From an optimization exercise on the open Yosys and OpenROAD flow, aimed at small area; shortcuts taken in it are not production practice.
The RTL was checked by simulation tests, not by an equivalence proof against the original design.
In every run shown here, the design's own scripts or RTL, not TritonCTS, make the clock network.
The clock input has no modelled driver; a real chip could not lean on it and would need a root buffer or a full tree.
No activity file was given, so power comes from the tool's default toggle rates.

==> flow/design.v <==
module SEG7_LUT(oSEG, iDIG);
input  [2:0] iDIG;
output [6:0] oSEG;
wire a = iDIG[0], b = iDIG[1], c = iDIG[2];
assign oSEG[0] = ~b & (a ^ c);               
assign oSEG[1] = c & (a ^ b);                
assign oSEG[2] = ~c & b & ~a;                
assign oSEG[3] = oSEG[0] | (a & b & c);      
assign oSEG[4] = a | (c & ~b);               
assign oSEG[5] = (~c & (a | b)) | (a & b);   
assign oSEG[6] = (~c & ~b) | (a & b & c);    
endmodule
module slotmachine(
	input        MAX10_CLK1_50,
	output [7:0] HEX0,
	output [7:0] HEX1,
	output [7:0] HEX2,
	input  [1:0] KEY,
	input  [0:0] SW
);
wire clk = MAX10_CLK1_50;
reg rst;
wire adv;
reg [1:0] p;
always @(posedge clk) rst <= ~SW[0] | (rst & ~p[1]);
reg [8:0] kq;
wire [8:0] kc = kq ^ 9'd170;
wire kev = (kc == 9'd67);
wire [8:0] kn = (rst | kev) ? 9'd0 : {kc[7:0], ~(kc[8] ^ kc[4])};
always @(posedge clk) kq <= kn ^ 9'd170;
reg [9:0] tq;
wire [9:0] tc = tq ^ 10'd682;
wire tick = (tc == 10'd356);
wire [9:0] tn = (rst | tick) ? 10'd0 : {tc[8:0], ~(tc[9] ^ tc[6])};
always @(posedge clk) tq <= tn ^ 10'd682;
reg [9:0] Lq;
wire [9:0] L = Lq ^ 10'd682;
wire [9:0] Ln = rst ? 10'd0 : {L[8:0], ~(L[9] ^ L[8])};
always @(posedge clk) Lq <= Ln ^ 10'd682;
reg sf, pf;
always @(posedge clk)
	if (rst) sf <= 1'b0;
	else if (kev) sf <= ~KEY[0];
always @(posedge clk)
	if (kev) pf <= ~KEY[1];
reg [2:0] st;
reg [13:0] lq;
wire [13:0] lo = lq ^ 14'd10922;
wire wrap = (lo == 14'd8528);
wire idle = (st == 3'b000), run = (st == 3'b001), sx = (st == 3'b011), s0 = (st == 3'b010);
wire s1 = (st == 3'b110), s2 = (st == 3'b111);
wire hold = ~st[1] & ~st[2];
wire [13:0] lon = hold ? 14'd8528 : {lo[12] | wrap, lo[11:0], ~(lo[13] ^ lo[12])};
always @(posedge clk) lq <= lon ^ 14'd10922;
wire [2:0] stn;
assign stn[0] = (idle & sf) | run | (s1 & wrap) | s2;
assign stn[1] = (run & pf) | sx | s0 | s1 | (s2 & ~wrap);
assign stn[2] = (s0 & wrap) | s1 | s2;
always @(posedge clk) st <= rst ? 3'b000 : stn;
assign adv = tick & ~idle;
wire en0 = tick & (run | sx | s0);
wire en1 = tick & (run | sx | s0 | s1);
wire en2 = tick & (run | sx | s0 | s1 | s2);
always @(posedge clk)
	if (~SW[0]) p <= 2'd0;
	else if (rst | adv) p <= {p[0], ~p[0] & ~p[1]};
wire [2:0] sl0 = L[2:0], sl1 = L[5:3], sl2 = L[8:6];
wire c0 = ~p[0] & ~p[1], c1 = p[0], c2 = p[1];
wire nr = ~rst;
wire [2:0] g0 = {c2, c1, c0} & {3{en0 & nr}}, g1 = {c2, c1, c0} & {3{en1 & nr}}, g2 = {c2, c1, c0} & {3{en2 & nr}};
wire h0 = ~en0 & nr, h1 = ~en1 & nr, h2 = ~en2 & nr;
reg [2:0] q0, q1, q2;
wire [2:0] r0 = q0 ^ 3'b111, r1 = q1 ^ 3'b111, r2 = q2 ^ 3'b111;
always @(posedge clk) begin
	q0 <= 3'b111 ^ (({3{g0[0]}} & sl0) | ({3{g0[1]}} & sl1) | ({3{g0[2]}} & sl2) | ({3{h0}} & r0));
	q1 <= 3'b111 ^ (({3{g1[0]}} & sl2) | ({3{g1[1]}} & sl0) | ({3{g1[2]}} & sl1) | ({3{h1}} & r1));
	q2 <= 3'b111 ^ (({3{g2[0]}} & sl1) | ({3{g2[1]}} & sl2) | ({3{g2[2]}} & sl0) | ({3{h2}} & r2));
end
SEG7_LUT u0(.oSEG(HEX0[6:0]), .iDIG(r2));
SEG7_LUT u1(.oSEG(HEX1[6:0]), .iDIG(r1));
SEG7_LUT u2(.oSEG(HEX2[6:0]), .iDIG(r0));
assign HEX0[7] = 1'b1;
assign HEX1[7] = 1'b1;
assign HEX2[7] = 1'b1;
endmodule
==> flow/flow/run.sh <==
#!/bin/bash
# The standard layout (standard.sh) with three changes:
#  - synthesis uses flow/my_synth.tcl: the standard script, but ABC is run
#    with each area-oriented script in flow/abc/ and the smallest mapping is
#    kept; no adder extraction;
#  - the port buffers are the smallest buffer cell;
#  - the clock tree is built by flow/manual_cts.tcl (hooked in as
#    PRE_CTS_TCL, it replaces clock_tree_synthesis): the clock port drives
#    MY_CTS_NBUF clock buffers, each driving the flip-flops of one
#    placement cluster; ORFS's CTS step does the rest as usual (legalizing,
#    timing repair).
set -euo pipefail
W=$PWD
export MY_ABC_DIR=$W/flow/abc
export BUFFER_PORTS_ARGS="-buffer_cell sky130_fd_sc_hd__buf_1"
export PRE_CTS_TCL=$W/flow/manual_cts.tcl
export MY_CLK_PORT=MAX10_CLK1_50
export MY_CTS_NBUF=2
export MY_CTS_BUF=sky130_fd_sc_hd__clkbuf_16
export CTS_ARGS="-sink_clustering_enable -repair_clock_nets -dont_use_dummy_load -sink_clustering_size 20 -sink_clustering_max_diameter 100 -buf_list {sky130_fd_sc_hd__clkbuf_2 sky130_fd_sc_hd__clkbuf_4}"
sed -e "s#SYNTH_SCRIPT=[^ ]*#SYNTH_SCRIPT=$W/flow/my_synth.tcl ADDER_MAP_FILE=#" standard.sh > my_standard.sh
bash my_standard.sh > standard.log 2>&1
==> flow/flow/abc/a1.abc <==
&get -n
&st
&dch
&nf -R 1000
&put
topo
dnsize -c
==> flow/flow/abc/a2.abc <==
&get -n
&st
&dch -f
&nf -R 1000 -p
&put
==> flow/flow/abc/a3.abc <==
&get -n
&st
&deepsyn -T 20
&dch
&nf -R 1000
&put
==> flow/flow/abc/a4.abc <==
&get -n
&st
&deepsyn -T 20
&dch -f
&nf -R 1000 -p -a
&put
==> flow/flow/abc/a5.abc <==
&get -n
&st
&deepsyn -T 20 -S 7
&dch -f
&nf -R 1000 -p -a
&put
==> flow/flow/abc/a6.abc <==
&get -n
&st
&dc2
&dch
&nf -R 1000 -E 100
&put
==> flow/flow/abc/b11.abc <==
&get -n
&st
&deepsyn -T 20 -S 11
&dch -f
&nf -R 1000 -p -a
&put
==> flow/flow/abc/b19.abc <==
&get -n
&st
&deepsyn -T 20 -S 19
&dch -f
&nf -R 1000 -p -a
&put
==> flow/flow/abc/b27.abc <==
&get -n
&st
&deepsyn -T 20 -S 27
&dch -f
&nf -R 1000 -p -a
&put
==> flow/flow/abc/b3.abc <==
&get -n
&st
&deepsyn -T 20 -S 3
&dch -f
&nf -R 1000 -p -a
&put
==> flow/flow/abc/b42.abc <==
&get -n
&st
&deepsyn -T 20 -S 42
&dch -f
&nf -R 1000 -p -a
&put
==> flow/flow/abc/b5.abc <==
&get -n
&st
&deepsyn -T 20 -S 5
&dch -f
&nf -R 1000 -p -a
&put
==> flow/flow/abc/b77.abc <==
&get -n
&st
&deepsyn -T 20 -S 77
&dch -f
&nf -R 1000 -p -a
&put
==> flow/flow/manual_cts.tcl <==
# Replaces clock_tree_synthesis by a one-level clock tree: the flip-flops
# are split into CTS_NBUF groups by position (k-means) and each group is
# driven by one clock buffer placed at its centre; the clock port drives
# only those buffers, or (MY_CTS_ROOT set) one root buffer driving them.
proc clock_tree_synthesis {args} {
  set nbuf [expr {[info exists ::env(MY_CTS_NBUF)] ? $::env(MY_CTS_NBUF) : 4}]
  set bufcell [expr {[info exists ::env(MY_CTS_BUF)] ? $::env(MY_CTS_BUF) : "sky130_fd_sc_hd__clkbuf_4"}]
  set block [ord::get_db_block]
  set clk_net [$block findNet $::env(MY_CLK_PORT)]
  set sinks {}
  foreach it [$clk_net getITerms] {
    if {[$it isInputSignal]} { lappend sinks $it }
  }
  set pts {}
  foreach it $sinks {
    set b [[$it getInst] getBBox]
    lappend pts [list [expr {([$b xMin]+[$b xMax])/2.0}] [expr {([$b yMin]+[$b yMax])/2.0}]]
  }
  # k-means, seeded by sorting on x
  set n [llength $pts]
  set idx [lsort -integer -command {apply {{a b} {upvar pts pts; expr {[lindex $pts $a 0] < [lindex $pts $b 0] ? -1 : 1}}}} [lsearch -all $pts *]]
  set cent {}
  for {set c 0} {$c < $nbuf} {incr c} {
    lappend cent [lindex $pts [lindex $idx [expr {int(($c + 0.5) * $n / $nbuf)}]]]
  }
  for {set iter 0} {$iter < 50} {incr iter} {
    set asg {}
    foreach p $pts {
      set best 0; set bd 1e30
      for {set c 0} {$c < $nbuf} {incr c} {
        set d [expr {abs([lindex $p 0]-[lindex $cent $c 0]) + abs([lindex $p 1]-[lindex $cent $c 1])}]
        if {$d < $bd} { set bd $d; set best $c }
      }
      lappend asg $best
    }
    set nc {}
    for {set c 0} {$c < $nbuf} {incr c} {
      set sx 0; set sy 0; set k 0
      foreach p $pts a $asg { if {$a == $c} { set sx [expr {$sx+[lindex $p 0]}]; set sy [expr {$sy+[lindex $p 1]}]; incr k } }
      if {$k > 0} { lappend nc [list [expr {$sx/$k}] [expr {$sy/$k}]] } else { lappend nc [lindex $cent $c] }
    }
    set cent $nc
  }
  set master [[ord::get_db] findMaster $bufcell]
  set drv_net $clk_net
  if {[info exists ::env(MY_CTS_ROOT)] && $::env(MY_CTS_ROOT) ne ""} {
    set rinst [odb::dbInst_create $block [[ord::get_db] findMaster $::env(MY_CTS_ROOT)] "clkbuf_manual_root"]
    set drv_net [odb::dbNet_create $block "clknet_manual_root"]
    $drv_net setSigType CLOCK
    [$rinst findITerm A] connect $clk_net
    [$rinst findITerm X] connect $drv_net
    set sx 0; set sy 0
    foreach c $cent { set sx [expr {$sx+[lindex $c 0]}]; set sy [expr {$sy+[lindex $c 1]}] }
    $rinst setLocation [expr {int($sx/$nbuf)}] [expr {int($sy/$nbuf)}]
    $rinst setPlacementStatus PLACED
  }
  for {set c 0} {$c < $nbuf} {incr c} {
    set inst [odb::dbInst_create $block $master "clkbuf_manual_$c"]
    set net [odb::dbNet_create $block "clknet_manual_$c"]
    $net setSigType CLOCK
    [$inst findITerm A] connect $drv_net
    [$inst findITerm X] connect $net
    foreach it $sinks a $asg { if {$a == $c} { $it disconnect; $it connect $net } }
    $inst setLocation [expr {int([lindex $cent $c 0])}] [expr {int([lindex $cent $c 1])}]
    $inst setPlacementStatus PLACED
    puts "manual CTS: buffer $c ($bufcell) drives [llength [lsearch -all $asg $c]] sinks"
  }
  set_propagated_clock [all_clocks]
}
==> flow/flow/my_synth.tcl <==
# synth_recipe.tcl with a different technology mapping: ABC is run with each
# script in flow/abc/ (area-oriented mappings) and the smallest result is
# kept. Everything else, including the registers, is as in the standard
# synthesis.
proc synth {args} { yosys synth -nofsm -noshare {*}$args }
proc abc {args} {
  set i [lsearch $args -script]
  set li [lsearch $args -liberty]
  set lib [lindex $args [expr {$li+1}]]
  yosys design -save pre_abc
  set best 1e30
  set bestname ""
  foreach s [lsort [glob $::env(MY_ABC_DIR)/*.abc]] {
    yosys design -load pre_abc
    lset args [expr {$i+1}] $s
    yosys abc {*}$args
    yosys tee -q -o $::env(RESULTS_DIR)/abc_try.txt stat -liberty $lib
    set f [open $::env(RESULTS_DIR)/abc_try.txt r]; set txt [read $f]; close $f
    regexp {Chip area for module[^:]*:\s*([0-9.]+)} $txt -> area
    puts "ABC script [file tail $s]: area $area"
    if {$area < $best} { set best $area; set bestname $s; yosys design -save best_abc }
  }
  puts "ABC: keeping [file tail $bestname] ($best)"
  yosys design -load best_abc
}
source $::env(SCRIPTS_DIR)/synth.tcl
# left out here: clear keep_hierarchy, flatten, clean up, hide names made inside functions, write 1_2_yosys.v
==> flow/standard.sh <==
#!/bin/bash
# synth_recipe.tcl (not shown) runs the flow's synth.tcl, then flattens the netlist and writes it again
# the make line also repeats each setting of config.mk as NAME=value (left out here)
make -C /OpenROAD-flow-scripts/flow DESIGN_CONFIG=/design/flow/config.mk WORK_HOME=/design/flow/orfs CLKGATE_MAP_FILE= SYNTH_SCRIPT=/design/flow/synth_recipe.tcl "${@:-finish}"
==> flow/config.mk <==
export PLATFORM = sky130hd
export DESIGN_NAME = slotmachine
export DESIGN_NICKNAME = slotmachine
export VERILOG_FILES = /design/flow/design.v
export SDC_FILE = /design/flow/constraint.sdc
export NUM_CORES = 4
export LEC_CHECK = 0
export CAP_MARGIN = 20
export CORE_MARGIN = 2
export CORE_UTILIZATION = 60
export SLEW_MARGIN = 20
==> flow/constraint.sdc <==
create_clock -name core_clock -period 10.0 [get_ports {MAX10_CLK1_50}]
set_input_delay 2.0000 -clock core_clock [delete_from_list [all_inputs] [get_ports {MAX10_CLK1_50}]]
set_output_delay 2.0000 -clock core_clock [all_outputs]
set_load 0.01 [all_outputs]
==> reports/results.tsv, run 1 <==
stage	metric	value	unit
clock_tree	Post-CTS Hold Buffers	0	
setup_path	worst endpoint data arrival time	1.47	ns
job	max_cap viols	0	
drt	vias post-DR	1600	
setup_path	worst path required time	8.00	ns
global_routing	M2 GR Usage	34.2	%
logic_synthesis	Async SR Flop Fraction	0	%
setup_path	Worst path slowest cell	dfxtp_1	
setup_path	Setup CP Type	register to primary output	
cells_and_area	Final Util	68.0	%
logic_synthesis	top post-synthesis cells by count	dfxtp_1, nor2_1, nand2_1	
sta	max frequency	288	MHz
placement	post-DP HPWL	2600	microns
drt	Total Wirelength	3520	microns
cells_and_area	area growth from synthesis to layout	8.76	%
logic_synthesis	Synth cell types	37	
setup_path	startpoint types	register	
sta	hold_ws	0.376	ns
logic_synthesis	Gate Count Post-Synth	228	
sta	worst-margin pin slew	0.673	ns
floorplan	FP Rows	21	
cells_and_area	ratio of cells with drive above 1 in the final layout	0.791	%
pwr	P_leak	0.796	nW
drt	Antenna Nets Post-Route	0	
cells_and_area	diode count	0	
floorplan	core area	3340	sq um
placement	GPL Wtd Cong	0.852	
global_routing	pin count of the biggest net entering global routing	32	
placement	Post-Place Worst Slack	6.75	ns
drt	vias per std cell	5.35	
logic_synthesis	Synth area leader	dfxtp_1	
global_routing	gr busiest metal	met2	
pwr	Power Density	181	nW/um^2
floorplan	chip width	63.0	microns
placement	area of placed instances	2220	sq um
sta	Final TNS setup	0	ns
logic_synthesis	top cells by area, synth	dfxtp_1, nor2_1, nand2_1	
setup_path	element type at the critical path end	primary output	
setup_path	Critical Path Fanout Max	7	
drt	average wire per standard cell	11.8	microns
clock_tree	CTS-repair resized insts	0	
sta	PnR worst setup slack	6.53	ns
sta	Slew Limit Fails	0	
floorplan	Die H	63.0	microns
global_routing	antenna violations before repair	0	
min_path	worst min-delay path class	register to register	
clock_tree	Clock Pin Slew Worst Setup and Hold Paths	0.11	ns
clock_tree	Post CTS Setup Buffer Count	0	
floorplan	Starting Density	62.5	%
global_routing	vias in the first global route	1483	
logic_synthesis	Ys Warns	1	
floorplan	I/O pins	28	
logic_synthesis	most common cell in the synthesized netlist	dfxtp_1	
logic_synthesis	register area share after synthesis	58.1	%
logic_synthesis	Post-Syn Area per Cell	9.15	sq um
setup_path	worst-path cell chain	nor2_1 -> nor2_1 -> a21boi_0 -> a21o_1 -> o21ai_0 -> buf_1	
global_routing	GRT Resource Usage Total	18.0	%
sta	RSZ-0062 raised after global routing	false	
cells_and_area	final net count	259	
logic_synthesis	Synth Cell Area	2090	sq um
floorplan	full die area	3960	sq um
cells_and_area	Non-Filler Instances	299	
global_routing	GR met1 Demand/Resource	23.4	%
drt	DRT iter0 DRCs	140	
sta	Final min period	3.47	ns
drt	DRC violations left	0	
status	outcome	no timing/DRC/antenna violations	
sta	Final Hold Viols	0	
sta	Finish-stage setup viols	0	
placement	input/output buffers	24	
sta	slew margin rel.	55.1	%
placement	placed cells	297	
drt	DRT Pass-1 Iters	4	
logic_synthesis	area fraction of the dominant cell type after synthesis	56.6	%
cells_and_area	cell area after layout	2270	sq um
global_routing	routing usage on met3	0.901	%
sta	Clock Skew	0.0128	ns
sta	fin crit share	34.7	%
clock_tree	Clock Latency Late Sink	0.17	ns
pwr	Power Total	410	uW
global_routing	GRT overflow	0	
global_routing	first-pass GRT wire length	6150	microns
pwr	VDD IR max	166	uV
logic_synthesis	Synth Register Bits	60	
setup_path	cell mode on critical path	nor2_1	
logic_synthesis	Post-synth EDFFs	1	
setup_path	Largest stage delay, worst path	0.43	ns
logic_synthesis	Top FF cell, synth	dfxtp_1	
## kinds of logic (layout without fill, tap and decap cells)
kind of cell	after synthesis	after routing	share of synthesized area [%]
AOI/OAI and AO/OA	49	49	15.4
xor gates and xnor gates	2	2	0.840
buffers and inverters	9	32	2.16
DFF	60	60	58.1
other	1	3	0.180
and+or+nand+nor	107	107	23.3
## cell usage in the layout, fill, tap and decap left out, types with 2 or more instances in the layout
| cell | n |
|---|---|
| dfxtp_1 | 59 |
| nor2_1 | 39 |
| nand2_1 | 36 |
| buf_1 | 24 |
| a21oi_1 | 15 |
| nor2b_1 | 9 |
| o21ai_0 | 9 |
| clkinv_1 | 6 |
| nor3_1 | 5 |
| o221ai_1 | 4 |
| nand2b_1 | 3 |
| o21a_1 | 3 |
| o22a_1 | 3 |
| a21boi_0 | 3 |
| a21o_1 | 3 |
| and2_0 | 3 |
| conb_1 | 3 |
| nand3_1 | 2 |
| nor4_1 | 2 |
| o22ai_1 | 2 |
| a22oi_1 | 2 |
| clkbuf_16 | 2 |
## worst max-delay path, delay by kind of cell, from the launching register on
family,cells,cell delay [ns]
AO/OA/AOI/OAI,3,0.53
AND/OR/NAND/NOR,2,0.21
buffers and inverters,1,0.14
flip-flops,1,0.43
## layout make-up
class	instances	area, sq um
fill	282	1070
buffer	2	50.0
sequential	60	1210
tap	46	57.6
timing repair buffer	24	90.1
multi-input combinational	161	837
inverter	6	22.5
## registers in the layout, indices dropped and copies added, names as in the netlist
register  count
Lq           10
p             2
pf            1
st            3
rst           1
q0            3
q2            3
kq            9
q1            3
lq           14
tq           10
sf            1
## report_power, final
group          internal [mW]  switching, mW  total, mW  leakage [nW]
Clock                 0.0370         0.0540     0.0910        0.0246
Sequential             0.251         0.0194      0.270         0.487
Combinational         0.0138         0.0355     0.0494         0.284
Total                  0.302          0.109      0.410         0.796
## per-layer routing
metal,up-vias,part of all wire [%]
met5,-,0
met4,0,0.82
met3,6,3.2
met2,28,49
met1,734,47
li1,832,-
## worst paths after layout
path                            startpoint  endpoint  slack, ns  depth (start not counted)
worst max-delay path                 q2[0]   HEX0[4]       6.53                          6
worst min-delay path                 tq[0]     tq[1]       0.38                          1
worst max register to register       tq[1]     q0[0]       7.84                          8
worst min register to register       tq[0]     tq[1]       0.38                          1
==> inputs of run 2 (changes only) <==
--- a/flow/design.v
+++ b/flow/design.v
@@ -25,13 +25,13 @@
 always @(posedge clk) rst <= ~SW[0] | (rst & ~p[1]);
 reg [8:0] kq;
 wire [8:0] kc = kq ^ 9'd170;
-wire kev = (kc == 9'd67);
-wire [8:0] kn = (rst | kev) ? 9'd0 : {kc[7:0], ~(kc[8] ^ kc[4])};
+wire kev = ((kc & 9'd477) == 9'd477);    
+wire [8:0] kn = (rst | kev) ? 9'd503 : {kc[7:0], ~(kc[8] ^ kc[4])};    
 always @(posedge clk) kq <= kn ^ 9'd170;
 reg [9:0] tq;
 wire [9:0] tc = tq ^ 10'd682;
-wire tick = (tc == 10'd356);
-wire [9:0] tn = (rst | tick) ? 10'd0 : {tc[8:0], ~(tc[9] ^ tc[6])};
+wire tick = ((tc & 10'd893) == 10'd877);    
+wire [9:0] tn = (rst | tick) ? 10'd878 : {tc[8:0], ~(tc[9] ^ tc[6])};    
 always @(posedge clk) tq <= tn ^ 10'd682;
 reg [9:0] Lq;
 wire [9:0] L = Lq ^ 10'd682;
@@ -46,11 +46,11 @@
 reg [2:0] st;
 reg [13:0] lq;
 wire [13:0] lo = lq ^ 14'd10922;
-wire wrap = (lo == 14'd8528);
+wire wrap = ((lo & 14'd15103) == 14'd8416);    
 wire idle = (st == 3'b000), run = (st == 3'b001), sx = (st == 3'b011), s0 = (st == 3'b010);
 wire s1 = (st == 3'b110), s2 = (st == 3'b111);
 wire hold = ~st[1] & ~st[2];
-wire [13:0] lon = hold ? 14'd8528 : {lo[12] | wrap, lo[11:0], ~(lo[13] ^ lo[12])};
+wire [13:0] lon = hold ? 14'd8416 : {lo[12:8], lo[7] & ~wrap, lo[6:0], ~(lo[13] ^ lo[12])};
 always @(posedge clk) lq <= lon ^ 14'd10922;
 wire [2:0] stn;
 assign stn[0] = (idle & sf) | run | (s1 & wrap) | s2;
==> run 2 against run 1 <==
Compared with the run above: still clean; maximum frequency shrank 5.9%; power shrank 7.6%; wire length is 5.4% higher; largest power group unchanged; synthesized cell count decreased by 3.1%; area after synthesis shrank 1.7%; register-to-register slack lost 0.43 ns; critical path depth rose by 1; utilization is 0.56 points lower; first-iteration DRC count shrank 30%; setup slack lost 0.22 ns.
==> reports/results.tsv, run 2 <==
stage	metric	value	unit
cells_and_area	diode count	0	
logic_synthesis	Post-synth EDFFs	1	
clock_tree	CTS-repair resized insts	0	
floorplan	Starting Density	61.9	%
logic_synthesis	top cells by area, synth	dfxtp_1, nor2_1, nand2_1	
floorplan	I/O pins	28	
logic_synthesis	Synth Register Bits	60	
setup_path	Setup CP Type	register to primary output	
logic_synthesis	Post-Syn Area per Cell	9.27	sq um
sta	Clock Skew	0.0241	ns
drt	Total Wirelength	3710	microns
sta	Final Hold Viols	0	
global_routing	pin count of the biggest net entering global routing	37	
floorplan	chip width	62.4	microns
placement	post-DP HPWL	2770	microns
sta	slew margin rel.	37.1	%
logic_synthesis	most common cell in the synthesized netlist	dfxtp_1	
cells_and_area	area growth from synthesis to layout	8.91	%
global_routing	first-pass GRT wire length	6360	microns
drt	DRC violations left	0	
logic_synthesis	top post-synthesis cells by count	dfxtp_1, nor2_1, nand2_1	
setup_path	Critical Path Fanout Max	7	
sta	Finish-stage setup viols	0	
global_routing	antenna violations before repair	0	
clock_tree	Clock Latency Late Sink	0.17	ns
logic_synthesis	Top FF cell, synth	dfxtp_1	
drt	vias post-DR	1596	
clock_tree	Post-CTS Hold Buffers	0	
drt	DRT Pass-1 Iters	4	
cells_and_area	ratio of cells with drive above 1 in the final layout	0.813	%
status	outcome	no timing/DRC/antenna violations	
floorplan	core area	3310	sq um
drt	Antenna Nets Post-Route	0	
sta	Final min period	3.69	ns
global_routing	GRT Resource Usage Total	18.9	%
sta	Slew Limit Fails	0	
logic_synthesis	Synth Cell Area	2050	sq um
sta	RSZ-0062 raised after global routing	false	
drt	average wire per standard cell	12.7	microns
pwr	P_leak	0.827	nW
global_routing	GRT overflow	0	
cells_and_area	most frequent cells in the layout	dfxtp_1, nor2_1, nand2_1	
sta	Final TNS setup	0	ns
setup_path	worst path required time	8.00	ns
placement	input/output buffers	24	
logic_synthesis	Async SR Flop Fraction	0	%
cells_and_area	final net count	252	
sta	hold_ws	0.343	ns
logic_synthesis	Ys Warns	1	
logic_synthesis	register area share after synthesis	59.1	%
sta	worst-margin pin slew	0.933	ns
clock_tree	Post CTS Setup Buffer Count	0	
global_routing	vias in the first global route	1498	
logic_synthesis	Synth cell types	34	
floorplan	FP Rows	21	
job	max_cap viols	0	
cells_and_area	biggest regs	lq x14, Lq x10, tq x10	
setup_path	worst endpoint data arrival time	1.69	ns
min_path	worst min-delay path class	register to register	
logic_synthesis	Synth area leader	dfxtp_1	
floorplan	full die area	3900	sq um
setup_path	element type at the critical path end	primary output	
sta	max frequency	271	MHz
cells_and_area	commonest non-fill, non-tap cell in the layout	dfxtp_1	
logic_synthesis	Gate Count Post-Synth	221	
drt	vias per std cell	5.47	
pwr	VDD IR max	120	uV
cells_and_area	Most flops, register	lq	
drt	DRT iter0 DRCs	98	
floorplan	Die H	62.4	microns
setup_path	startpoint types	register	
cells_and_area	max reg flops	14	
logic_synthesis	area fraction of the dominant cell type after synthesis	57.6	%
placement	GPL Wtd Cong	0.919	
sta	fin crit share	36.9	%
pwr	Power Density	170	nW/um^2
clock_tree	Clock Pin Slew Worst Setup and Hold Paths	0.12	ns
-- run 2: path summary, 6_finish.rpt --
| kind | start | endpoint | slack (ns) | depth (start not counted) |
|---|---|---|---|---|
| hold reg to reg | lq[10] | lq[11] | 0.34 | 1 |
| setup / recovery | q2[1] | HEX0[4] | 6.31 | 7 |
| setup reg to reg | tq[9] | q1[2] | 7.41 | 7 |
| hold / removal | lq[10] | lq[11] | 0.34 | 1 |
-- run 2: stage by stage --
| step | setup WS (ns) | utilization [%] | cell area, sq um | power (mW) | std cells |
|---|---|---|---|---|---|
| 6_report | 6.31 | 67.4 | 2230 | 0.379 | 292 |
| 5_1_grt | 6.12 | 67.4 | 2230 | 0.393 | 292 |
| 4_1_cts | 6.32 | 67.4 | 2230 | 0.380 | 292 |
| 3_5_place_dp | 6.50 | 65.9 | 2180 | 0.292 | 290 |
| 3_3_place_gp | 6.68 | 65.9 | 2180 | 0.290 | 290 |
| 2_1_floorplan | 6.43 | - | 2060 | 0.283 | 223 |
-- run 2: kinds of logic (layout without fill, tap and decap cells) --
kind of cell,count (synthesis),after routing,synth area share (%)
buffers and inverters,8,31,2.01
AND/OR/NAND/NOR,106,106,23.6
XOR/XNOR,2,2,0.855
flip-flops,60,60,59.1
other,1,3,0.183
AO/OA/AOI/OAI,44,44,14.2
-- run 2: report_power, final --
| group | total (mW) | internal (mW) | switching, mW |
|---|---|---|---|
| Sequential | 0.261 | 0.250 | 0.0115 |
| Clock | 0.0920 | 0.0370 | 0.0550 |
| Combinational | 0.0260 | 0.00812 | 0.0179 |
| Total | 0.379 | 0.295 | 0.0844 |
-- run 2: layout make-up --
type | instances | area (sq um)
flip-flops and latches | 60 | 1210
fillers | 286 | 1080
multi-input cells | 155 | 805
repair buffers | 24 | 90.1
well taps | 46 | 57.6
plain buffers | 2 | 50.0
inverters | 5 | 18.8
-- run 2: critical path, cell delays in order, from the launching register on --
cell and delay, ns:
dfxtp_1 0.44, nor2_1 0.08, nor2_1 0.16, a21boi_0 0.28
nor3b_1 0.12, and2_0 0.19, nand2b_1 0.14, buf_1 0.13
-- run 2: routing by layer --
metal / part of all wire [%] / up-vias / GRT usage, % / routed length (microns)
li1: - / 805 / - / -
met1: 45 / 762 / 23.8 / 1660
met2: 51 / 26 / 36.7 / 1900
met3: 2.9 / 3 / 0.721 / 106
met4: 1.2 / 0 / 2.50 / 44
met5: 0 / - / 0 / 0
==> inputs of run 3 (changes only) <==
--- a/flow/design.v
+++ b/flow/design.v
@@ -47,20 +47,20 @@
 reg [13:0] lq;
 wire [13:0] lo = lq ^ 14'd10922;
 wire wrap = ((lo & 14'd15103) == 14'd8416);    
-wire idle = (st == 3'b000), run = (st == 3'b001), sx = (st == 3'b011), s0 = (st == 3'b010);
-wire s1 = (st == 3'b110), s2 = (st == 3'b111);
-wire hold = ~st[1] & ~st[2];
+wire idle = (st == 3'b000), run = (st == 3'b001), sx = (st == 3'b011), s0 = (st == 3'b111);
+wire s1 = (st == 3'b110), s2 = (st == 3'b010);
+wire hold = ~st[2] & ~st[1];
 wire [13:0] lon = hold ? 14'd8416 : {lo[12:8], lo[7] & ~wrap, lo[6:0], ~(lo[13] ^ lo[12])};
 always @(posedge clk) lq <= lon ^ 14'd10922;
 wire [2:0] stn;
-assign stn[0] = (idle & sf) | run | (s1 & wrap) | s2;
+assign stn[0] = (idle & sf) | run | sx | (s0 & ~wrap);
 assign stn[1] = (run & pf) | sx | s0 | s1 | (s2 & ~wrap);
-assign stn[2] = (s0 & wrap) | s1 | s2;
+assign stn[2] = sx | s0 | (s1 & ~wrap) | (s2 & wrap);
 always @(posedge clk) st <= rst ? 3'b000 : stn;
 assign adv = tick & ~idle;
-wire en0 = tick & (run | sx | s0);
-wire en1 = tick & (run | sx | s0 | s1);
-wire en2 = tick & (run | sx | s0 | s1 | s2);
+wire en0 = tick & st[0];
+wire en1 = tick & (st[0] | (st[1] & st[2]));
+wire en2 = tick & (st[0] | st[1]);
 always @(posedge clk)
 	if (~SW[0]) p <= 2'd0;
 	else if (rst | adv) p <= {p[0], ~p[0] & ~p[1]};
==> run 3 against run 2 <==
Compared with the run above: first-iteration DRC count is 19% higher; via count is 1.3% lower; wire length is 6.5% lower; still clean on timing, DRC and antenna; critical endpoint is now HEX0[5]; setup slack better by 0.31 ns.
==> reports/results.tsv, run 3 <==
stage	metric	value	unit
status	outcome	no timing/DRC/antenna violations	
setup_path	worst path required time	8.00	ns
logic_synthesis	Synth Cell Area	2060	sq um
sta	max frequency	296	MHz
drt	Antenna Nets Post-Route	0	
global_routing	first-pass GRT wire length	6220	microns
pwr	Power Density	224	nW/um^2
cells_and_area	ratio of cells with drive above 1 in the final layout	0.772	%
clock_tree	CTS-repair resized insts	0	
floorplan	I/O pins	28	
logic_synthesis	Simple-Gate Fraction of Synth Area	23.1	%
floorplan	Starting Density	62.2	%
floorplan	chip width	62.6	microns
sta	Slew Limit Fails	0	
cells_and_area	diode count	0	
floorplan	Die H	62.6	microns
min_path	worst min-delay path class	register to register	
pwr	P_leak	0.844	nW
sta	Final min period	3.38	ns
drt	Total Wirelength	3470	microns
cells_and_area	area growth from synthesis to layout	8.88	%
placement	GPL Wtd Cong	0.797	
global_routing	antenna violations before repair	0	
logic_synthesis	xor and xnor area share after synthesis	1.70	%
drt	DRC violations left	0	
pwr	sequential share of power	60.4	%
logic_synthesis	most common cell in the synthesized netlist	dfxtp_1	
clock_tree	Post-CTS Hold Buffers	0	
setup_path	Setup CP Type	register to primary output	
sta	RSZ-0062 raised after global routing	false	
drt	vias post-DR	1575	
setup_path	Largest stage delay, worst path	0.40	ns
placement	placed cells	303	
placement	post-DP HPWL	2480	microns
placement	input/output buffers	24	
job	max_cap viols	0	
logic_synthesis	Async SR Flop Fraction	0	%
logic_synthesis	largest family of logic cells by synthesized area	simple AND/OR/NAND/NOR gates	
sta	Clock Skew	0.0125	ns
pwr	sw power	161	uW
cells_and_area	commonest non-fill, non-tap cell in the layout	dfxtp_1	
floorplan	full die area	3920	sq um
cells_and_area	final net count	265	
clock_tree	Clock Pin Slew Worst Setup and Hold Paths	0.11	ns
drt	average wire per standard cell	11.4	microns
logic_synthesis	Synth cell types	29	
setup_path	worst endpoint data arrival time	1.38	ns
global_routing	GRT overflow	0	
sta	fin crit share	33.8	%
pwr	Power Total	503	uW
logic_synthesis	Synth Register Bits	60	
logic_synthesis	Synth area leader	dfxtp_1	
setup_path	element type at the critical path end	primary output	
cells_and_area	max reg flops	14	
logic_synthesis	area fraction of the dominant cell type after synthesis	57.4	%
sta	slew margin rel.	50.5	%
drt	DRT Pass-1 Iters	4	
sta	worst-margin pin slew	0.741	ns
global_routing	pin count of the biggest net entering global routing	32	
logic_synthesis	Top FF cell, synth	dfxtp_1	
pwr	VDD IR max	195	uV
clock_tree	Post CTS Setup Buffer Count	0	
logic_synthesis	Gate Count Post-Synth	234	
logic_synthesis	Ys Warns	1	
global_routing	GRT Resource Usage Total	18.3	%
logic_synthesis	top cells by area, synth	dfxtp_1, nand2_1, nor2_1	
pwr	internal power	342	uW
logic_synthesis	compound-gate portion of the synthesized area	12.1	%
sta	Finish-stage setup viols	0	
drt	vias per std cell	5.16	
pwr	clock power share	18.5	%
cells_and_area	Non-Filler Instances	305	
logic_synthesis	Post-Syn Area per Cell	8.80	sq um
floorplan	FP Rows	21	
pwr	Sw Ratio	32.1	%
logic_synthesis	top post-synthesis cells by count	dfxtp_1, nand2_1, nor2_1	
sta	Final TNS setup	0	ns
setup_path	worst-path cell chain	or2_0 -> nand3_1 -> o21ai_0 -> nor2_1 -> a21oi_1 -> buf_1	
logic_synthesis	Synth Area in Adders	0.973	%
logic_synthesis	Post-synth EDFFs	1	
drt	DRT iter0 DRCs	117	
setup_path	startpoint types	register	
cells_and_area	most frequent cells in the layout	dfxtp_1, nand2_1, nor2_1	
floorplan	core area	3310	sq um
sta	Final Hold Viols	0	
setup_path	Critical Path Fanout Max	5	
logic_synthesis	mux share of post-synthesis cell area	0	%
cells_and_area	Most flops, register	lq	
logic_synthesis	register area share after synthesis	58.8	%
pwr	Logic pwr share	21.1	%
cells_and_area	biggest regs	lq x14, Lq x10, tq x10	
clock_tree	Clock Latency Late Sink	0.17	ns
global_routing	vias in the first global route	1467	
setup_path	Worst path slowest cell	dfxtp_1	
cells_and_area	# fillers	284	
## run 3: cell count changes in the layout (fill, tap and decap cells not counted), sizes merged, moves of 3 or more
cell,before,now
clkinv,5,11
a21boi,3,0
nor3b,4,1
o22a,3,0
nor2,48,36
o21ai,9,19
nand2b,5,0
a221oi,3,0
o32a,3,0
nand2,31,50
o211ai,0,3
## run 3: cells by family after synthesis
| family | after synthesis |
|---|---|
| AOI/OAI and AO/OA | 43 |
| xor gates and xnor gates | 4 |
| adders and majority gates | 2 |
| buffers and inverters | 14 |
| DFF | 60 |
| other | 1 |
| and+or+nand+nor | 110 |
## run 3: through the flow
stage	util (%)	worst slack, ns	hold slack, ns	area [sq um]
final	67.7	6.62	0.376	2240
after global routing	67.7	6.48	0.391	2240
after CTS	67.7	6.62	0.379	2240
after detailed placement	66.2	6.83	0.349	2190
after global placement	66.2	6.89	0.346	2190
after floorplan	-	6.71	0.343	2070
## run 3: final cells by class
class                           count  area [sq um]  area share, %
Tap cell                           46          57.6           2.57
Timing Repair Buffer               24          90.1           4.02
Sequential cell                    60          1210           54.0
Buffer                              2          50.0           2.23
Multi-Input combinational cell    162           791           35.3
Inverter                           11          41.3           1.84
## run 3: critical path: cells and delay by family, from the launching register on
kind / cells / cell delay (ns)
buffers and inverters: 1 / 0.16
DFF: 1 / 0.40
and+or+nand+nor: 3 / 0.39
AOI/OAI and AO/OA: 2 / 0.26
## run 3: power groups by stage
stage | Sequential, mW | Combinational [mW] | Clock, mW
4_1_cts | 0.303 | 0.107 | 0.0946
5_1_grt | 0.309 | 0.123 | 0.103
3_3_place_gp | 0.308 | 0.106 | 0
2_1_floorplan | 0.299 | 0.0794 | 0
3_5_place_dp | 0.308 | 0.106 | 0
6_report | 0.304 | 0.106 | 0.0930
## run 3: final timing paths
check	to	startpoint	cells past startpoint	slack [ns]
worst max-delay path	HEX0[5]	q2[0]	6	6.62
worst max register to register	q1[0]	rst	5	7.45
worst min register to register	kq[2]	kq[1]	1	0.38
worst min-delay path	kq[2]	kq[1]	1	0.38
## run 3: metal layers
metal  share of wire [%]  routed length [microns]  track usage, %  vias up
li1                    -                        -               -      829
met1                  50                     1730            26.4      713
met2                  45                     1580            32.0       30
met3                 3.8                      131            1.08        3
met4                0.86                       30            1.11        0
met5                   0                        0               0        -
==> inputs of run 4 (changes only) <==
--- a/flow/design.v
+++ b/flow/design.v
@@ -48,18 +48,18 @@
 wire [13:0] lo = lq ^ 14'd10922;
 wire wrap = ((lo & 14'd15103) == 14'd8416);    
 wire idle = (st == 3'b000), run = (st == 3'b001), sx = (st == 3'b011), s0 = (st == 3'b111);
-wire s1 = (st == 3'b110), s2 = (st == 3'b010);
+wire s1 = (st == 3'b010), s2 = (st == 3'b110);
 wire hold = ~st[2] & ~st[1];
 wire [13:0] lon = hold ? 14'd8416 : {lo[12:8], lo[7] & ~wrap, lo[6:0], ~(lo[13] ^ lo[12])};
 always @(posedge clk) lq <= lon ^ 14'd10922;
 wire [2:0] stn;
 assign stn[0] = (idle & sf) | run | sx | (s0 & ~wrap);
 assign stn[1] = (run & pf) | sx | s0 | s1 | (s2 & ~wrap);
-assign stn[2] = sx | s0 | (s1 & ~wrap) | (s2 & wrap);
+assign stn[2] = sx | (s0 & ~wrap) | (s1 & wrap) | s2;
 always @(posedge clk) st <= rst ? 3'b000 : stn;
 assign adv = tick & ~idle;
 wire en0 = tick & st[0];
-wire en1 = tick & (st[0] | (st[1] & st[2]));
+wire en1 = tick & (st[0] | (st[1] & ~st[2]));
 wire en2 = tick & (st[0] | st[1]);
 always @(posedge clk)
 	if (~SW[0]) p <= 2'd0;
==> flow/flow/abc/b1.abc (new file) <==
&get -n
&st
&deepsyn -T 20 -S 1
&dch -f
&nf -R 1000 -p -a
&put
==> flow/flow/abc/b10.abc (new file) <==
&get -n
&st
&deepsyn -T 20 -S 10
&dch -f
&nf -R 1000 -p -a
&put
==> flow/flow/abc/b12.abc (new file) <==
&get -n
&st
&deepsyn -T 20 -S 12
&dch -f
&nf -R 1000 -p -a
&put
==> flow/flow/abc/b2.abc (new file) <==
&get -n
&st
&deepsyn -T 20 -S 2
&dch -f
&nf -R 1000 -p -a
&put
==> flow/flow/abc/b4.abc (new file) <==
&get -n
&st
&deepsyn -T 20 -S 4
&dch -f
&nf -R 1000 -p -a
&put
==> flow/flow/abc/b6.abc (new file) <==
&get -n
&st
&deepsyn -T 20 -S 6
&dch -f
&nf -R 1000 -p -a
&put
==> flow/flow/abc/b8.abc (new file) <==
&get -n
&st
&deepsyn -T 20 -S 8
&dch -f
&nf -R 1000 -p -a
&put
==> flow/flow/abc/b9.abc (new file) <==
&get -n
&st
&deepsyn -T 20 -S 9
&dch -f
&nf -R 1000 -p -a
&put
==> flow/flow/abc/d31.abc (new file) <==
&get -n
&st
&deepsyn -T 40 -S 31
&dch -f
&nf -R 1000 -p -a
&put
==> flow/flow/abc/d63.abc (new file) <==
&get -n
&st
&deepsyn -T 40 -S 63
&dch -f
&nf -R 1000 -p -a
&put
==> run 4 against run 3 <==
Compared with the run above: die area decreased by 0.22%; highest routed layer unchanged; combinational power decreased by 68%; sequential share of layout area decreased by 0.060 points; largest cell class unchanged.
==> reports/results.tsv, run 4 <==
stage	metric	value	unit
floorplan	chip width	62.5	microns
cells_and_area	# fillers	293	
setup_path	RR Startpoint	rst	
global_routing	gr busiest metal	met2	
global_routing	GRT Resource Usage Total	18.8	%
sta	slew margin rel.	51.1	%
min_path	WHS Endpoint	tq[8]	
drt	Antenna Nets Post-Route	0	
logic_synthesis	Top FF cell, synth	dfxtp_1	
logic_synthesis	Ys Warns	1	
logic_synthesis	register area share after synthesis	59.0	%
global_routing	first-pass GRT wire length	6370	microns
setup_path	worst path required time	8.00	ns
sta	Final Hold Viols	0	
setup_path	R2R setup slack	7.84	ns
global_routing	GR met1 Demand/Resource	24.3	%
logic_synthesis	xor and xnor area share after synthesis	1.71	%
logic_synthesis	Synth Area in Adders	0.975	%
logic_synthesis	area fraction of the dominant cell type after synthesis	57.5	%
floorplan	I/O pins	28	
pwr	Sw Ratio	23.0	%
sta	Clock Skew	0.0276	ns
logic_synthesis	largest family of logic cells by synthesized area	simple AND/OR/NAND/NOR gates	
cells_and_area	Final Util	67.8	%
sta	Slew Limit Fails	0	
sta	Final TNS setup	0	ns
cells_and_area	final net count	263	
drt	Total Wirelength	3570	microns
logic_synthesis	Synth cell types	32	
pwr	internal power	298	uW
clock_tree	Clock Pin Slew Worst Setup and Hold Paths	0.12	ns
clock_tree	CTS-repair resized insts	0	
drt	DRT iter0 DRCs	102	
setup_path	Critical Path Fanout Max	5	
drt	vias post-DR	1618	
global_routing	pin count of the biggest net entering global routing	37	
pwr	sequential share of power	67.8	%
min_path	hold path startpoint	tq[7]	
logic_synthesis	Synth Register Bits	60	
setup_path	worst endpoint data arrival time	1.36	ns
setup_path	element type at the critical path end	primary output	
pwr	P_leak	0.855	nW
logic_synthesis	compound-gate portion of the synthesized area	13.0	%
drt	vias per std cell	5.34	
logic_synthesis	Post-synth EDFFs	1	
logic_synthesis	Gate Count Post-Synth	231	
global_routing	M2 GR Usage	35.5	%
logic_synthesis	Post-Syn Area per Cell	8.89	sq um
global_routing	antenna violations before repair	0	
cells_and_area	area growth from synthesis to layout	9.26	%
cells_and_area	most frequent cells in the layout	dfxtp_1, nand2_1, nor2_1	
pwr	sw power	89.0	uW
sta	fin crit share	33.6	%
min_path	Hold Path Depth	1	
cells_and_area	Non-Filler Instances	303	
global_routing	vias in the first global route	1525	
logic_synthesis	Simple-Gate Fraction of Synth Area	21.9	%
pwr	clock power share	23.6	%
clock_tree	Clock Latency Late Sink	0.17	ns
clock_tree	Post-CTS Hold Buffers	0	
floorplan	core area	3310	sq um
drt	DRT Pass-1 Iters	4	
logic_synthesis	top post-synthesis cells by count	dfxtp_1, nand2_1, nor2_1	
cells_and_area	biggest regs	lq x14, Lq x10, tq x10	
setup_path	startpoint types	register	
pwr	Logic pwr share	8.6	%
logic_synthesis	most common cell in the synthesized netlist	dfxtp_1	
job	max_cap viols	0	
sta	Finish-stage setup viols	0	
placement	GPL Wtd Cong	0.905	
logic_synthesis	Synth Cell Area	2050	sq um
placement	input/output buffers	24	
cells_and_area	commonest non-fill, non-tap cell in the layout	dfxtp_1	
setup_path	Critical R2R Capture	q2[0]	
logic_synthesis	Synth area leader	dfxtp_1	
logic_synthesis	Async SR Flop Fraction	0	%
placement	placed cells	301	
floorplan	full die area	3910	sq um
status	outcome	no timing/DRC/antenna violations	
drt	average wire per standard cell	11.8	microns
floorplan	Die H	62.5	microns
setup_path	Setup CP Type	register to primary output	
global_routing	routing usage on met3	1.08	%
cells_and_area	max reg flops	14	
sta	Final min period	3.36	ns
cells_and_area	ratio of cells with drive above 1 in the final layout	1.17	%
min_path	worst min-delay path class	register to register	
logic_synthesis	top cells by area, synth	dfxtp_1, nand2_1, nor2_1	
sta	worst-margin pin slew	0.732	ns
sta	max frequency	297	MHz
floorplan	Starting Density	62.0	%
drt	DRC violations left	0	
cells_and_area	Most flops, register	lq	
global_routing	GRT overflow	0	
cells_and_area	diode count	0	
clock_tree	Post CTS Setup Buffer Count	0	
placement	post-DP HPWL	2600	microns
pwr	VDD IR max	159	uV
setup_path	worst r2r path cells	3	
logic_synthesis	mux share of post-synthesis cell area	0	%
pwr	Power Density	173	nW/um^2
floorplan	FP Rows	21	
sta	RSZ-0062 raised after global routing	false	
[run 4: worst max-delay path, stage by stage (launching register included)]
cell	delay (ns)
dfxtp_1	0.40
or2_0	0.19
nand3_1	0.14
o21ai_0	0.13
nor2_1	0.08
a21oi_1	0.12
buf_1	0.16
[run 4: per-layer routing]
metal  up-vias  routed length (microns)
met5         -                        0
met4         0                       29
met3         3                      148
met2        36                     1720
met1       752                     1670
li1        827                        -
[run 4: how the worst max path moves through the flow]
stage          start       to  slack (ns)  depth (start not counted)
3_3_place_gp   q0[0]  HEX2[5]        6.88                          6
2_1_floorplan  q0[0]  HEX2[5]        6.71                          4
3_5_place_dp   q0[0]  HEX2[5]        6.82                          6
4_1_cts        q0[0]  HEX2[5]        6.64                          6
6_report       q0[0]  HEX2[5]        6.64                          6
5_1_grt        q0[0]  HEX2[5]        6.49                          6
[run 4: power groups by stage]
stage / combinational, mW / sequential [mW] / clock [mW]
after floorplan: 0.0253 / 0.264 / 0
after global placement: 0.0332 / 0.268 / 0
after detailed placement: 0.0334 / 0.268 / 0
after CTS: 0.0335 / 0.262 / 0.0943
after global routing: 0.0382 / 0.264 / 0.101
final: 0.0334 / 0.262 / 0.0914
[run 4: cells by family after synthesis]
group                    Yosys count
AND/OR/NAND/NOR                  106
flip-flops                        60
AO/OA/AOI/OAI                     43
buffers and inverters             15
XOR/XNOR                           4
adder cells (fa/ha/maj)            2
other                              1
[run 4: final cells by class]
cell class | count | area (sq um) | share of cell area [%]
Sequential cell | 60 | 1210 | 54.0
Inverter | 12 | 45.0 | 2.01
Buffer | 2 | 50.0 | 2.23
Timing Repair Buffer | 25 | 97.6 | 4.35
Tap cell | 46 | 57.6 | 2.57
Multi-Input combinational cell | 158 | 782 | 34.9
[run 4: through the flow]
stage	hold slack [ns]	setup WS, ns	power (mW)	instance area (sq um)
global route	0.399	6.49	0.403	2240
CTS	0.380	6.64	0.390	2240
detailed placement	0.348	6.82	0.301	2190
finish	0.378	6.64	0.387	2240
floorplan	0.343	6.71	0.289	2060
global placement	0.343	6.88	0.301	2190
==> inputs of run 5 (changes only) <==
--- a/flow/design.v
+++ b/flow/design.v
@@ -47,20 +47,20 @@
 reg [13:0] lq;
 wire [13:0] lo = lq ^ 14'd10922;
 wire wrap = ((lo & 14'd15103) == 14'd8416);    
-wire idle = (st == 3'b000), run = (st == 3'b001), sx = (st == 3'b011), s0 = (st == 3'b111);
-wire s1 = (st == 3'b010), s2 = (st == 3'b110);
-wire hold = ~st[2] & ~st[1];
+wire idle = (st == 3'b000), run = (st == 3'b001), sx = (st == 3'b011), s0 = (st == 3'b010);
+wire s1 = (st == 3'b110), s2 = (st == 3'b111);
+wire hold = ~st[1] & ~st[2];
 wire [13:0] lon = hold ? 14'd8416 : {lo[12:8], lo[7] & ~wrap, lo[6:0], ~(lo[13] ^ lo[12])};
 always @(posedge clk) lq <= lon ^ 14'd10922;
 wire [2:0] stn;
-assign stn[0] = (idle & sf) | run | sx | (s0 & ~wrap);
+assign stn[0] = (idle & sf) | run | (s1 & wrap) | s2;
 assign stn[1] = (run & pf) | sx | s0 | s1 | (s2 & ~wrap);
-assign stn[2] = sx | (s0 & ~wrap) | (s1 & wrap) | s2;
+assign stn[2] = (s0 & wrap) | s1 | s2;
 always @(posedge clk) st <= rst ? 3'b000 : stn;
 assign adv = tick & ~idle;
-wire en0 = tick & st[0];
-wire en1 = tick & (st[0] | (st[1] & ~st[2]));
-wire en2 = tick & (st[0] | st[1]);
+wire en0 = tick & (run | sx | s0);
+wire en1 = tick & (run | sx | s0 | s1);
+wire en2 = tick & (run | sx | s0 | s1 | s2);
 always @(posedge clk)
 	if (~SW[0]) p <= 2'd0;
 	else if (rst | adv) p <= {p[0], ~p[0] & ~p[1]};
==> run 5 against run 4 <==
Compared with the run above: still clean on timing, DRC and antenna; sequential cell count stayed put; via count is 1.4% lower; clock skew is 0.0035 ns lower; critical endpoint is now HEX0[4].
==> reports/results.tsv, run 5 <==
stage	metric	value	unit
sta	slew margin rel.	37.1	%
pwr	clock power share	24.3	%
cells_and_area	max reg flops	14	
min_path	worst min-delay path class	register to register	
setup_path	worst endpoint data arrival time	1.69	ns
pwr	VDD IR max	120	uV
floorplan	Die H	62.4	microns
pwr	Logic pwr share	6.9	%
floorplan	FP Rows	21	
pwr	Sw Ratio	22.3	%
sta	Finish-stage setup viols	0	
logic_synthesis	Synth area leader	dfxtp_1	
sta	Final TNS setup	0	ns
drt	vias post-DR	1596	
sta	fin crit share	36.9	%
logic_synthesis	Synth Register Bits	60	
clock_tree	Post-CTS Hold Buffers	0	
logic_synthesis	Async SR Flop Fraction	0	%
global_routing	antenna violations before repair	0	
cells_and_area	diode count	0	
drt	Total Wirelength	3710	microns
drt	Antenna Nets Post-Route	0	
logic_synthesis	most common cell in the synthesized netlist	dfxtp_1	
setup_path	Setup CP Type	register to primary output	
floorplan	I/O pins	28	
drt	DRC violations left	0	
drt	DRT iter0 DRCs	98	
pwr	Power Density	170	nW/um^2
setup_path	Largest stage delay, worst path	0.44	ns
logic_synthesis	top post-synthesis cells by count	dfxtp_1, nor2_1, nand2_1	
logic_synthesis	register area share after synthesis	59.1	%
job	max_cap viols	0	
logic_synthesis	Ys Warns	1	
cells_and_area	commonest non-fill, non-tap cell in the layout	dfxtp_1	
placement	Post-Place Worst Slack	6.50	ns
logic_synthesis	Synth Area in Adders	0	%
drt	vias per std cell	5.47	
cells_and_area	Most flops, register	lq	
logic_synthesis	top cells by area, synth	dfxtp_1, nor2_1, nand2_1	
pwr	P_leak	0.827	nW
setup_path	R2R setup slack	7.41	ns
cells_and_area	biggest regs	lq x14, Lq x10, tq x10	
sta	max frequency	271	MHz
setup_path	Worst path slowest cell	dfxtp_1	
global_routing	first-pass GRT wire length	6360	microns
placement	post-DP HPWL	2770	microns
setup_path	cell mode on critical path	nor2_1	
floorplan	core area	3310	sq um
logic_synthesis	compound-gate portion of the synthesized area	14.2	%
placement	GPL Wtd Cong	0.919	
logic_synthesis	Simple-Gate Fraction of Synth Area	23.6	%
cells_and_area	Non-Filler Instances	292	
global_routing	vias in the first global route	1498	
cells_and_area	final net count	252	
placement	input/output buffers	24	
logic_synthesis	Gate Count Post-Synth	221	
clock_tree	Post CTS Setup Buffer Count	0	
logic_synthesis	Top FF cell, synth	dfxtp_1	
logic_synthesis	Post-synth EDFFs	1	
floorplan	Starting Density	61.9	%
floorplan	chip width	62.4	microns
drt	DRT Pass-1 Iters	4	
setup_path	startpoint types	register	
sta	Slew Limit Fails	0	
clock_tree	CTS-repair resized insts	0	
logic_synthesis	xor and xnor area share after synthesis	0.855	%
logic_synthesis	area fraction of the dominant cell type after synthesis	57.6	%
clock_tree	Clock Pin Slew Worst Setup and Hold Paths	0.12	ns
global_routing	pin count of the biggest net entering global routing	37	
sta	RSZ-0062 raised after global routing	false	
logic_synthesis	largest family of logic cells by synthesized area	simple AND/OR/NAND/NOR gates	
drt	average wire per standard cell	12.7	microns
sta	worst-margin pin slew	0.933	ns
cells_and_area	# fillers	286	
placement	placed cells	290	
setup_path	worst-path cell chain	nor2_1 -> nor2_1 -> a21boi_0 -> nor3b_1 -> and2_0 -> nand2b_1 -> buf_1	
floorplan	full die area	3900	sq um
logic_synthesis	Post-Syn Area per Cell	9.27	sq um
logic_synthesis	Synth cell types	34	
clock_tree	Clock Latency Late Sink	0.17	ns
cells_and_area	most frequent cells in the layout	dfxtp_1, nor2_1, nand2_1	
status	outcome	no timing/DRC/antenna violations	
logic_synthesis	Synth Cell Area	2050	sq um
global_routing	GRT Resource Usage Total	18.9	%
sta	Final min period	3.69	ns
cells_and_area	ratio of cells with drive above 1 in the final layout	0.813	%
global_routing	GRT overflow	0	
setup_path	element type at the critical path end	primary output	
pwr	sequential share of power	68.9	%
pwr	sw power	84.4	uW
setup_path	worst path required time	8.00	ns
cells_and_area	area growth from synthesis to layout	8.91	%
sta	PnR worst setup slack	6.31	ns
logic_synthesis	mux share of post-synthesis cell area	0	%
sta	Clock Skew	0.0241	ns
pwr	internal power	295	uW
sta	Final Hold Viols	0	
setup_path	Critical Path Fanout Max	7	
==> run 5: routing by layer <==
layer | vias to the layer above | routed length [microns] | track usage [%]
li1 | 805 | - | -
met1 | 762 | 1660 | 23.8
met2 | 26 | 1900 | 36.7
met3 | 3 | 106 | 0.721
met4 | 0 | 44 | 2.50
met5 | - | 0 | 0
==> run 5: cell families (layout without fill, tap and decap cells) <==
family | Yosys count | after routing
other cells | 1 | 3
flops | 60 | 60
compound gates | 44 | 44
buf+inv | 8 | 31
xor+xnor | 2 | 2
simple gates | 106 | 106
==> run 5: stage by stage <==
step / power (mW) / hold slack [ns] / area [sq um] / utilization (%)
finish: 0.379 / 0.343 / 2230 / 67.4
global route: 0.393 / 0.366 / 2230 / 67.4
CTS: 0.380 / 0.348 / 2230 / 67.4
detailed placement: 0.292 / 0.350 / 2180 / 65.9
global placement: 0.290 / 0.345 / 2180 / 65.9
floorplan: 0.283 / 0.343 / 2060 / -
==> run 5: layout make-up <==
type,instances,area (sq um),share of cell area [%]
Timing Repair Buffer,24,90.1,4.04
Buffer,2,50.0,2.24
Multi-Input combinational cell,155,805,36.0
Inverter,5,18.8,0.841
Tap cell,46,57.6,2.58
Sequential cell,60,1210,54.3
==> run 5: path summary, 6_finish.rpt <==
kind,start,cells after the start,endpoint
min reg2reg,lq[10],1,lq[11]
max,q2[1],7,HEX0[4]
min,lq[10],1,lq[11]
max reg2reg,tq[9],7,q1[2]
==> run 5: power groups by stage <==
stage	Clock [mW]	Sequential, mW	Combinational (mW)
final	0.0920	0.261	0.0260
after global routing	0.101	0.263	0.0293
after CTS	0.0934	0.261	0.0258
after detailed placement	0	0.266	0.0255
after global placement	0	0.266	0.0243
after floorplan	0	0.263	0.0207
==> run 5: worst max-delay path: cells and delay by family, from the launching register on <==
family / cells / cell delay [ns]
buffers and inverters: 1 / 0.13
flip-flops: 1 / 0.44
AND/OR/NAND/NOR: 5 / 0.69
AO/OA/AOI/OAI: 1 / 0.28

## what the ideal ports hide
No port has a modelled driver above. Below, the same layouts with a new extraction and two added sets of constraints.
Step 1 (the two cells are an assumption about what drives the block):
set clk [get_ports {MAX10_CLK1_50}]
set_driving_cell -lib_cell sky130_fd_sc_hd__clkbuf_16 $clk
set_driving_cell -lib_cell sky130_fd_sc_hd__buf_2 [delete_from_list [all_inputs] $clk]
Step 2 moves the port delays by t, midway between the first and last clock arrival at a register: inputs arrive t later, outputs are due t later. That takes back most of the time a late clock gives input paths.
Three values: ideal, step 1, step 2; two values: the first two.
run	t, ns	setup slack, ns	hold slack, ns	latest minus earliest clock arrival (ns)	slew at the worst register clock pin (ns)
run 1	0.206	6.526 / 6.481 / 6.687	0.376 / 0.376 / 0.376	0.013 / 0.013	0.11 / 0.11
run 2	0.206	6.309 / 6.264 / 6.470	0.343 / 0.343 / 0.343	0.024 / 0.024	0.12 / 0.12
run 3	0.209	6.623 / 6.578 / 6.787	0.376 / 0.376 / 0.376	0.013 / 0.013	0.11 / 0.11
run 4	0.208	6.638 / 6.592 / 6.800	0.378 / 0.378 / 0.378	0.028 / 0.029	0.12 / 0.12
run 5	0.206	6.309 / 6.264 / 6.470	0.343 / 0.343 / 0.343	0.024 / 0.024	0.12 / 0.12
After both steps every run listed still meets setup and hold.
